This design comes from an exercise in tuning for small area on the open sky130 flow, not from production work. RTL that was checked went through simulation tests only; none was proved equivalent to the original. Power is estimated from default activity; no workload was simulated.

## pedal_audio
module pedal_audio(
    input  wire        AUD_BCLK,
    input  wire        reset,
    input  wire [1:0]  SW,
    input  wire        AUD_ADCLRCK,
    input  wire        AUD_ADCDAT,
    output wire        AUD_DACLRCK,
    output wire        AUD_DACDAT
);
For scale: roughly 390 cells after synthesis, ~8 I/O pins.
export LEC_CHECK = 0
export ABC_AREA = 1
export CAP_MARGIN = 20
export CORE_MARGIN = 2
export CORE_UTILIZATION = 40
export SLEW_MARGIN = 20
create_clock -name core_clock -period 20.0 [get_ports {AUD_BCLK}]
run.sh (not shown) runs the stock make flow with config.mk's settings and CLKGATE_MAP_FILE= SYNTH_SCRIPT=/design/flow/synth_recipe.tcl, a recipe that flattens the netlist after the stock synthesis.
Edit:
==> flow/flow/run.sh (new file) <==
#!/bin/bash
# Own layout flow: the standard flow (standard.sh), with
#  * area-only ABC mapping in synthesis (flow/abc_area_only.tcl),
#  * the smallest buffer on each port,
#  * clock tree synthesis without dummy loads.
# Each step's full output is in orfs/logs/; make's output is in flow_make.log.
set -euo pipefail
W=$(pwd)
F=$W/flow
export AREA_ABC_SCRIPT=$F/area.script
cat $F/abc_area_only.tcl $W/synth_recipe.tcl > $W/area_synth.tcl
sed "s#$W/synth_recipe.tcl#$W/area_synth.tcl#g" $W/standard.sh > $W/area_standard.sh
grep -q area_synth.tcl $W/area_standard.sh
cat >> $W/config.mk <<'EOC'
export BUFFER_PORTS_ARGS = -buffer_cell sky130_fd_sc_hd__buf_1
export CTS_ARGS = -sink_clustering_enable -repair_clock_nets -dont_use_dummy_load -buf_list sky130_fd_sc_hd__clkbuf_2 -root_buf sky130_fd_sc_hd__clkbuf_8
EOC
bash $W/area_standard.sh > $W/flow_make.log 2>&1
==> flow/flow/abc_area_only.tcl (new file) <==
# Area-only technology mapping: ABC gets flow/area.script (plain area
# mapping) in place of ORFS's script, which also buffers and upsizes gates
# for speed; the clock period here leaves a wide margin. Everything else in
# the standard synthesis is unchanged, so the registers keep their names and
# cell types.
proc abc {args} {
  set i [lsearch -exact $args -script]
  if { $i >= 0 } {
    set args [lreplace $args [expr {$i + 1}] [expr {$i + 1}] $::env(AREA_ABC_SCRIPT)]
  }
  set j [lsearch -exact $args -D]
  if { $j >= 0 } {
    set args [lreplace $args $j [expr {$j + 1}]]
  }
  yosys abc {*}$args
}
==> flow/flow/area.script (new file) <==
strash
dch
amap
topo
==> flow/standard.sh (new file) <==
#!/bin/bash
# synth_recipe.tcl (not shown) runs the flow's synth.tcl, then flattens the netlist and writes it again
# the make line also repeats each setting of config.mk as NAME=value (left out here)
make -C /OpenROAD-flow-scripts/flow DESIGN_CONFIG=/design/flow/config.mk WORK_HOME=/design/flow/orfs CLKGATE_MAP_FILE= SYNTH_SCRIPT=/design/flow/synth_recipe.tcl "${@:-finish}"
--- a/flow/config.mk
+++ b/flow/config.mk
@@ -12,0 +13,2 @@
+export BUFFER_PORTS_ARGS = -buffer_cell sky130_fd_sc_hd__buf_1
+export CTS_ARGS = -sink_clustering_enable -repair_clock_nets -dont_use_dummy_load -buf_list sky130_fd_sc_hd__clkbuf_2 -root_buf sky130_fd_sc_hd__clkbuf_8
removed: flow/run.sh
Outcome: Worst hold slack barely changes. Core utilization fell by 0.26 points. Sequential share of layout area increases by 5.7 points. Final cell count fell by a quarter to a third. Routed wire length is lower by about a fifth. Global-route usage goes down by 0.54 points. Worst setup slack is worse by 240 ps. Power shrinks by roughly a tenth. Count of clock-buffer cells in the layout is lower by 1.
Edit:
--- a/flow/flow/run.sh
+++ b/flow/flow/run.sh
@@ -16 +16 @@
-export CTS_ARGS = -sink_clustering_enable -repair_clock_nets -dont_use_dummy_load -buf_list sky130_fd_sc_hd__clkbuf_2 -root_buf sky130_fd_sc_hd__clkbuf_8
+export CTS_ARGS = -sink_clustering_enable -repair_clock_nets -dont_use_dummy_load -buf_list sky130_fd_sc_hd__clkbuf_8
==> flow/flow/area.script (replaced) <==
strash
dch
map -a
topo
--- a/flow/config.mk
+++ b/flow/config.mk
@@ -14 +14 @@
-export CTS_ARGS = -sink_clustering_enable -repair_clock_nets -dont_use_dummy_load -buf_list sky130_fd_sc_hd__clkbuf_2 -root_buf sky130_fd_sc_hd__clkbuf_8
+export CTS_ARGS = -sink_clustering_enable -repair_clock_nets -dont_use_dummy_load -buf_list sky130_fd_sc_hd__clkbuf_8
What happened: Utilization is higher by 0.76 points; register-to-register slack gains 490 ps; maximum frequency is higher by 4.1%; count of clock-buffer cells in the layout does not change; total power is higher by 3.2%; synthesized cell count is higher by 12%; cell count is higher by 13%.


willow:
pedal_audio, a different RTL version from the one above (not shown whole).
Size: roughly 300 cells after synthesis.
clock: 20.0 ns
lec_check: 0
abc_area: 1
cap_margin: 20
core_margin: 2
core_utilization: 40
slew_margin: 20
buffer_ports_args: -buffer_cell sky130_fd_sc_hd__buf_1
cts_args: -sink_clustering_enable -repair_clock_nets -dont_use_dummy_load -buf_list sky130_fd_sc_hd__clkbuf_2 -root_buf sky130_fd_sc_hd__clkbuf_8
standard.sh (not shown) runs the stock make flow with config.mk's settings and CLKGATE_MAP_FILE= SYNTH_SCRIPT=/design/flow/synth_recipe.tcl, a recipe that flattens the netlist after the stock synthesis.
==> flow/flow/run.sh <==
#!/bin/bash
# Own layout flow: the standard flow (standard.sh), with
#  * area-only ABC mapping in synthesis (flow/abc_area_only.tcl),
#  * the smallest buffer on each port,
#  * clock tree synthesis without dummy loads.
# Each step's full output is in orfs/logs/; make's output is in flow_make.log.
set -euo pipefail
W=$(pwd)
F=$W/flow
export AREA_ABC_SCRIPT=$F/area.script
cat $F/abc_area_only.tcl $W/synth_recipe.tcl > $W/area_synth.tcl
sed "s#$W/synth_recipe.tcl#$W/area_synth.tcl#g" $W/standard.sh > $W/area_standard.sh
grep -q area_synth.tcl $W/area_standard.sh
cat >> $W/config.mk <<'EOC'
export BUFFER_PORTS_ARGS = -buffer_cell sky130_fd_sc_hd__buf_1
export CTS_ARGS = -sink_clustering_enable -repair_clock_nets -dont_use_dummy_load -buf_list sky130_fd_sc_hd__clkbuf_2 -root_buf sky130_fd_sc_hd__clkbuf_8
EOC
bash $W/area_standard.sh > $W/flow_make.log 2>&1
==> flow/flow/abc_area_only.tcl <==
# Area-only technology mapping: ABC gets flow/area.script (plain area
# mapping) in place of ORFS's script, which also buffers and upsizes gates
# for speed; the clock period here leaves a wide margin. Everything else in
# the standard synthesis is unchanged, so the registers keep their names and
# cell types.
proc abc {args} {
  set i [lsearch -exact $args -script]
  if { $i >= 0 } {
    set args [lreplace $args [expr {$i + 1}] [expr {$i + 1}] $::env(AREA_ABC_SCRIPT)]
  }
  set j [lsearch -exact $args -D]
  if { $j >= 0 } {
    set args [lreplace $args $j [expr {$j + 1}]]
  }
  yosys abc {*}$args
}
==> flow/flow/area.script <==
strash
dch
amap
topo
willow reached the end of the flow, and the finished layout is clean on the timing, design-rule and antenna checks.
### willow -> sierra
Settings: an added GPL_TIMING_DRIVEN of 0.
### Flow results
[compare] base=willow new=sierra: final cell utilization of the core roughly the same, final cell count roughly the same, fill cell total of the finished layout higher.


pedal_audio, a different RTL version from the one above (not shown whole).
Size: about 8 I/O pins, ~3400 um2 of cells after synthesis.
clock: 20.0 ns
lec_check: 0
abc_area: 1
cap_margin: 20
core_margin: 2
core_utilization: 40
cts_buf_list: sky130_fd_sc_hd__clkbuf_16
cts_cluster_diameter: 500
cts_cluster_size: 64
slew_margin: 20
run.sh (not shown) runs the stock make flow with config.mk's settings and CLKGATE_MAP_FILE= SYNTH_SCRIPT=/design/flow/synth_recipe.tcl, a recipe that flattens the netlist after the stock synthesis.
Stock flow here: none of the scripts above is used.
Next try:
Settings changed: CTS_BUF_LIST sky130_fd_sc_hd__clkbuf_16 to not set, CTS_CLUSTER_DIAMETER 500 to not set, CTS_CLUSTER_SIZE 64 to not set.
Outcome: Global-route usage is about the same; non-clock buffer count is unchanged; final cell count is unchanged; final area drops slightly; combinational power stays flat; clock skew hardly moves; core utilization falls by 0.44 points; critical path depth stays the same; via count is about the same; setup slack improves by 0.014 ns; count of clock-buffer cells in the layout rises by 3.


pedal_audio, a different RTL version from the one above (not shown whole).
For scale: roughly 49 flip-flops, about 8 I/O pins, ~2700 um2 of cells after synthesis.
export LEC_CHECK = 0
export ABC_AREA = 1
export CAP_MARGIN = 0
export CORE_MARGIN = 2
export CORE_UTILIZATION = 40
export SLEW_MARGIN = 0
export BUFFER_PORTS_ARGS = -buffer_cell sky130_fd_sc_hd__buf_1
export CTS_ARGS = -sink_clustering_enable -dont_use_dummy_load -buf_list sky130_fd_sc_hd__clkbuf_4 -root_buf sky130_fd_sc_hd__clkbuf_8
create_clock -name core_clock -period 20.0 [get_ports {AUD_BCLK}]
standard.sh (not shown) runs the stock make flow with config.mk's settings and CLKGATE_MAP_FILE= SYNTH_SCRIPT=/design/flow/synth_recipe.tcl, a recipe that flattens the netlist after the stock synthesis.
==> flow/flow/run.sh <==
#!/bin/bash
# Own layout flow: the standard flow (standard.sh), with
#  * area-only ABC mapping in synthesis (flow/abc_area_only.tcl),
#  * the smallest buffer on each port,
#  * clock tree synthesis without dummy loads.
# Each step's full output is in orfs/logs/; make's output is in flow_make.log.
set -euo pipefail
W=$(pwd)
F=$W/flow
export AREA_ABC_SCRIPT=$F/area.script
cat $F/abc_area_only.tcl $W/synth_recipe.tcl > $W/area_synth.tcl
sed "s#$W/synth_recipe.tcl#$W/area_synth.tcl#g" $W/standard.sh > $W/area_standard.sh
grep -q area_synth.tcl $W/area_standard.sh
cat >> $W/config.mk <<'EOC'
export BUFFER_PORTS_ARGS = -buffer_cell sky130_fd_sc_hd__buf_1
export CTS_ARGS = -sink_clustering_enable -dont_use_dummy_load -buf_list sky130_fd_sc_hd__clkbuf_4 -root_buf sky130_fd_sc_hd__clkbuf_8
EOC
bash $W/area_standard.sh > $W/flow_make.log 2>&1
Scripts as last shown in full above: flow/flow/abc_area_only.tcl, flow/flow/area.script
Then changed:
--- a/flow/flow/run.sh
+++ b/flow/flow/run.sh
@@ -16 +16 @@
-export CTS_ARGS = -sink_clustering_enable -dont_use_dummy_load -buf_list sky130_fd_sc_hd__clkbuf_4 -root_buf sky130_fd_sc_hd__clkbuf_8
+export CTS_ARGS = -sink_clustering_enable -repair_clock_nets -dont_use_dummy_load -buf_list sky130_fd_sc_hd__clkbuf_2 -root_buf sky130_fd_sc_hd__clkbuf_8
- CAP_MARGIN: 0 -> 20
- CTS_ARGS: -sink_clustering_enable -dont_use_dummy_load -buf_list sky130_fd_sc_hd__clkbuf_4 -root_buf sky130_fd_sc_hd__clkbuf_8 -> -sink_clustering_enable -repair_clock_nets -dont_use_dummy_load -buf_list sky130_fd_sc_hd__clkbuf_2 -root_buf sky130_fd_sc_hd__clkbuf_8
- SLEW_MARGIN: 0 -> 20
Outcome: Synthesized area stays the same; sequential power barely changes; worst hold slack stays the same.
No functional check of the RTL was part of any run of this note.

==> afterwards: timing with drivers on the ports <==
Ports are ideal in the flow. The routed layouts listed here were re-timed in OpenROAD. Step 1: set_driving_cell puts a clkbuf_16 on AUD_BCLK and a buf_2 on each other input, an assumption about the parent block. Step 2 adds t to the input delays and takes it off the output delays; t is the mean of the earliest and latest rising clock arrival at the registers after step 1. Input paths then give back, and output paths get back, about the clock's delay inside the block. a / b / c = ideal / step 1 / step 2; a / b = the first two.
run | t (ns) | setup slack, ns | worst slew at a driven data input, ns
the first run of note 1 | 0.330 | 10.826 / 10.797 / 10.797 | 0.04
the second run of note 1 | 0.314 | 10.591 / 10.590 / 10.277 | 0.04
the third run of note 1 | 0.320 | 10.963 / 10.972 / 10.652 | 0.03
willow | 0.323 | 8.972 / 8.981 / 8.659 | 0.03
sierra | 0.321 | 8.975 / 8.980 / 8.659 | 0.03
the first run of note 3 | 0.314 | 8.282 / 8.293 / 7.979 | 0.03
the second run of note 3 | 0.324 | 8.295 / 8.303 / 7.979 | 0.03
the first run of note 4 | 0.323 | 9.896 / 9.904 / 9.581 | 0.03
the second run of note 4 | 0.323 | 9.896 / 9.904 / 9.581 | 0.03
After both steps every run listed still meets setup and hold.
